What follows belongs to an exercise in optimizing a design on an open flow for small area and a short achievable clock period; a production flow would make more cautious choices.
Only simulation tests tie the RTL to the original design; equivalence was not proved.

File: design/flow/design.v
module complex_mult #(
    parameter WIDTH = 16,
    parameter FRAC  = 11
)(
    input  wire signed [WIDTH-1:0] a_re, a_im,
    input  wire signed [WIDTH-1:0] b_re, b_im,
    output reg  signed [WIDTH-1:0] p_re, p_im
);
    wire signed [2*WIDTH-1:0] ac = a_re * b_re;
    wire signed [2*WIDTH-1:0] bd = a_im * b_im;
    wire signed [2*WIDTH-1:0] ad = a_re * b_im;
    wire signed [2*WIDTH-1:0] bc = a_im * b_re;
    wire signed [2*WIDTH:0] re_long = ac - bd;
    wire signed [2*WIDTH:0] im_long = ad + bc;
    wire signed [2*WIDTH:0] re_shifted = re_long >>> FRAC;
    wire signed [2*WIDTH:0] im_shifted = im_long >>> FRAC;
    localparam signed [WIDTH-1:0] MAX_VAL = {1'b0, {(WIDTH-1){1'b1}}};  
    localparam signed [WIDTH-1:0] MIN_VAL = {1'b1, {(WIDTH-1){1'b0}}};  
    always @(*) begin
        if (re_shifted > MAX_VAL)      p_re = MAX_VAL;
        else if (re_shifted < MIN_VAL) p_re = MIN_VAL;
        else                           p_re = re_shifted[WIDTH-1:0];
        if (im_shifted > MAX_VAL)      p_im = MAX_VAL;
        else if (im_shifted < MIN_VAL) p_im = MIN_VAL;
        else                           p_im = im_shifted[WIDTH-1:0];
    end
endmodule
module mimo_zf_2x2 #(
    parameter DATA_W = 16,
    parameter FRAC   = 11
)(
    input  wire                     clk,
    input  wire                     rst_n,
    input  wire                     in_valid,
    input  wire signed [DATA_W-1:0] Y1_re, Y1_im,
    input  wire signed [DATA_W-1:0] Y2_re, Y2_im,
    input  wire signed [DATA_W-1:0] h00_re, h00_im,  
    input  wire signed [DATA_W-1:0] h01_re, h01_im,  
    input  wire signed [DATA_W-1:0] h10_re, h10_im,  
    input  wire signed [DATA_W-1:0] h11_re, h11_im,  
    output reg                      out_valid,
    output reg signed [DATA_W-1:0] X1_re, X1_im,
    output reg signed [DATA_W-1:0] X2_re, X2_im
);
    wire signed [DATA_W-1:0] p00_re, p00_im;
    wire signed [DATA_W-1:0] p01_re, p01_im;
    wire signed [DATA_W-1:0] p10_re, p10_im;
    wire signed [DATA_W-1:0] p11_re, p11_im;
    complex_mult #(.WIDTH(DATA_W), .FRAC(FRAC)) u_mul_00 (
        .a_re(h00_re), .a_im(h00_im), .b_re(Y1_re), .b_im(Y1_im),
        .p_re(p00_re), .p_im(p00_im)
    );
    complex_mult #(.WIDTH(DATA_W), .FRAC(FRAC)) u_mul_01 (
        .a_re(h01_re), .a_im(h01_im), .b_re(Y2_re), .b_im(Y2_im),
        .p_re(p01_re), .p_im(p01_im)
    );
    complex_mult #(.WIDTH(DATA_W), .FRAC(FRAC)) u_mul_10 (
        .a_re(h10_re), .a_im(h10_im), .b_re(Y1_re), .b_im(Y1_im),
        .p_re(p10_re), .p_im(p10_im)
    );
    complex_mult #(.WIDTH(DATA_W), .FRAC(FRAC)) u_mul_11 (
        .a_re(h11_re), .a_im(h11_im), .b_re(Y2_re), .b_im(Y2_im),
        .p_re(p11_re), .p_im(p11_im)
    );
    function signed [DATA_W-1:0] sat_add;
        input signed [DATA_W-1:0] a;
        input signed [DATA_W-1:0] b;
        reg signed [DATA_W:0] sum;  
        reg signed [DATA_W:0] max_limit;
        reg signed [DATA_W:0] min_limit;
        begin
            sum = a + b;
            max_limit = $signed({1'b0, {(DATA_W-1){1'b1}}});  
            min_limit = $signed({1'b1, {(DATA_W-1){1'b0}}});  
            if (sum > max_limit)
                sat_add = max_limit[DATA_W-1:0];
            else if (sum < min_limit)
                sat_add = min_limit[DATA_W-1:0];
            else
                sat_add = sum[DATA_W-1:0];
        end
    endfunction
    always @(posedge clk or negedge rst_n) begin
        if (!rst_n) begin
            out_valid <= 1'b0;
            X1_re <= 0; X1_im <= 0;
            X2_re <= 0; X2_im <= 0;
        end else begin
            out_valid <= in_valid;
            if (in_valid) begin
                X1_re <= sat_add(p00_re, p01_re);
                X1_im <= sat_add(p00_im, p01_im);
                X2_re <= sat_add(p10_re, p11_re);
                X2_im <= sat_add(p10_im, p11_im);
            end else begin
                X1_re <= 0; X1_im <= 0;
                X2_re <= 0; X2_im <= 0;
            end
        end
    end
endmodule
File: design/flow/run.sh
#!/bin/bash
# synth_recipe.tcl (not shown) runs the flow's synth.tcl, then flattens the netlist and writes it again
# the make line also repeats each setting of config.mk as NAME=value (left out here)
make -C /OpenROAD-flow-scripts/flow DESIGN_CONFIG=/design/flow/config.mk WORK_HOME=/design/flow/orfs CLKGATE_MAP_FILE= SYNTH_SCRIPT=/design/flow/synth_recipe.tcl finish
File: design/flow/config.mk
export PLATFORM = sky130hd
export DESIGN_NAME = mimo_zf_2x2
export DESIGN_NICKNAME = mimo_zf_2x2
export VERILOG_FILES = /design/flow/design.v
export SDC_FILE = /design/flow/constraint.sdc
export NUM_CORES = 4
export LEC_CHECK = 0
export CAP_MARGIN = 20
export CORE_MARGIN = 2
export CORE_UTILIZATION = 40
export SLEW_MARGIN = 20
File: design/flow/constraint.sdc
create_clock -name core_clock -period 13.0 [get_ports {clk}]
set_input_delay 2.6000 -clock core_clock [delete_from_list [all_inputs] [get_ports {clk}]]
set_output_delay 2.6000 -clock core_clock [all_outputs]
set_load 0.01 [all_outputs]
==> reports/qor.yml <==
cts_max_level: 3
criticalPathCategory: "primary input to register"
post-place-ws_ps: -1200
fin_crit_ps: 12810
async_reset_ff_share_pct: 100
synth-edff-count: 0
die_w_um: 648
finalNetCount: 25736
synth_cell_types: 95
avgRoutedWirePerCell_um: 20.5
cp_slowest_cell: "fa_1"
place_area_um2: 191000
clockBufferDepth: 2
final_area_um2: 197000
rsz0062_at_grt: "yes"
dieArea_um2: 419000
rows: 236
gr-usage-all-layers_pct: 25.1
avgViaCountPerCell: 4.81
finalWorstSetupSlack_ps: 188
max_stage_delay_ps: 530
cts_sinks: 65
pin_count: 260
areaGrowthSynthToFinish_pct: 19.1
fmax_mhz: 78.1
wirelength_um: 513000
tightest_slew_ps: 848
min_path_type: "primary input to asynchronous set/reset pin"
worstPathMaxFanout: 6
drc: 0
status: "finished clean"
grt_overflow: 0
die_h_um: 648
synth_top_cell_by_area: "fa_1"
arrival_ps: 13100
syn-num-nets: 23941
synth_cells: 17782
core_area_um2: 413000
netlist.area_leader.share_pct: 56.7
cts-root-buf: "clkbuf_16"
fin_crit_sh_pct: 98.6
synth.cell_area_um2: 166000
synth-main-ff-cell: "dfrtp_1"
drive_above_1_share_pct: 15.2
place.gp.congestion: 0.972
grt_pass1_wl_um: 797000
drt-initial-drc-count: 7203
cts_hold_buf: 0
numCtsBuffers: 9
start_util_pct: 40.1
dp_hpwl_um: 440000
crit_top_cell: "buf_4"
endpoint: "X1_re[6]$_DFF_PN0_"
synth.area.top_cells: "fa_1 57%, inv_1 12%, ha_1 9.6%, and2_1 7.9%, nand2_1 4.2%"
finalHoldViolCount: 0
clkTransAtPathRegs_ps: 80
endpoint_kind: "register"
cts_tree: "built"
antenna_left: 0
relSlewSlack_pct: 43.0
syn_area_per_cell_um2: 9.32
synth-seq-area-share_pct: 0.982
startpoint_type: "primary input"
grt_max_degree: 38
antenna_found_initial: 37
ys_seq_elements: 65
grt_pass1_vias: 133177
vias: 120602
yosys_warnings: 2
critPathRequiredTime_ps: 13290
cp-startpoint: "h00_re[8]"
maxCapViolCount: 0
setup_viol: 0
port_buffers: 259
slew_viol_final: 0
first_pass_iters: 6
==> cell usage in the layout, fill, tap and decap left out, drive strengths merged, types with 91 or more instances in the layout <==
cell           instances
inv                 5274
fa                  4692
buf                 2419
and2                2094
nand2               1838
ha                  1272
nor2                 292
xnor2                266
a21oi                168
o21ai                143
a21o                 135
xor2                 108
nand2b               106
clkdlybuf4s50         91
==> registers in the layout, summed over array words and instances, names as in the netlist <==
signal / cells
X2_im: 16
out_valid: 1
X2_re: 16
X1_im: 16
X1_re: 16
==> critical path, delay by kind of cell <==
kind                     cells  cell delay [ps]
AO/OA/AOI/OAI               15             2700
AND/OR/NAND/NOR              1              170
multiplexers                 1              190
XOR/XNOR                     1              170
buffers and inverters       24             2890
adder cells (fa/ha/maj)     10             4350
==> logic make-up after synthesis <==
group / synth area share, %
compound gates: 2.82
buf+inv: 13.9
xor+xnor: 1.98
fa+ha+maj: 66.3
flops: 0.982
simple gates: 13.9
mux: 0.0566
==> synth_stat cells (13+ instances only) <==
library cell,instances
inv_1,5276
fa_1,4692
and2_1,2094
nand2_1,1838
ha_1,1272
clkbuf_1,784
nor2_1,291
xnor2_1,265
a21oi_1,167
a21o_1,135
o21ai_0,114
xor2_1,108
nand2b_1,106
buf_1,65
dfrtp_1,65
nor2b_1,40
nor3_1,39
nand3_1,38
o21a_1,35
o21ai_1,28
o21bai_1,28
nand4_1,25
a31oi_1,23
o31ai_1,21
o211ai_1,17
and3_1,16
a31o_2,14
a21boi_0,13
==> worst min-delay path by stage <==
stage	to	slack, ps	cells after the start
after detailed placement	out_valid$_DFF_PN0_	2690	1
after global placement	out_valid$_DFF_PN0_	2690	1
after CTS	out_valid$_DFF_PN0_	2240	1
after floorplan	X1_im[0]$_DFF_PN0_	2300	0
after global routing	out_valid$_DFF_PN0_	2260	1
final	out_valid$_DFF_PN0_	2250	1
==> cell type report <==
type                            count  area (um^2)
Fill cell                       39140       216000
Multi-Input combinational cell  11574       143000
Timing Repair Buffer             2649        25600
Inverter                         5278        19800
Tap cell                         5474         6850
Sequential cell                    65         1630
Clock buffer                       11          243
Antenna cell                       26         65.1
Clock inverter                      5         55.1
==> timing repair <==
action | CTS | global route
cloned | 11 | 23
pin swaps | 127 | 372
gates resized for setup | 298 | 737
endpoints found under the setup margin | 64 | 64
buffers inserted | 121 | 164
==> per-stage QoR <==
step                hold WS (ps)  utilization, %  std cells  setup TNS, ps
floorplan                   2300               -      17782              0
global placement            2690            46.2      24735         -60890
detailed placement          2690            46.2      24735         -63990
CTS                         2240            46.7      24878          -84.8
global route                2260            47.8      25069          -8520
finish                      2250            47.8      25082              0
==> layer usage <==
layer	track usage, %	share of wire, %	vias up
met2	41.4	47	3473
met5	0	0.0056	-
met4	9.16	4.9	6
met1	33.8	41	62887
li1	-	-	53436
met3	3.59	6.4	800

re-timing with driven ports:
The results above use ideal ports. As a check the final layout listed here was re-extracted and re-timed, cells and wires unchanged. Step 1 (the two cells are an assumption about what drives the block):
set clk [get_ports {clk}]
set_driving_cell -lib_cell sky130_fd_sc_hd__clkbuf_16 $clk
set_driving_cell -lib_cell sky130_fd_sc_hd__buf_2 [delete_from_list [all_inputs] $clk]
Step 2 also shifts input and output timing later by t, the mid clock arrival at the registers, as if the neighbouring blocks saw the same clock. a / b / c = ideal / step 1 / step 2; a / b = the first two.
t, ns: 0.477
setup slack, ns: 0.188 / 0.179 / -0.298
clock arrival spread, ns: 0.017 / 0.016
worst slew at a driven data input, ns: 0.35
cell pins on the clock port's net: 1
With both steps, setup timing fails in this run, where it was met with ideal ports. For this run, drivers alone change the setup slack by -0.009 ns; drivers and shift together by -0.486 ns.
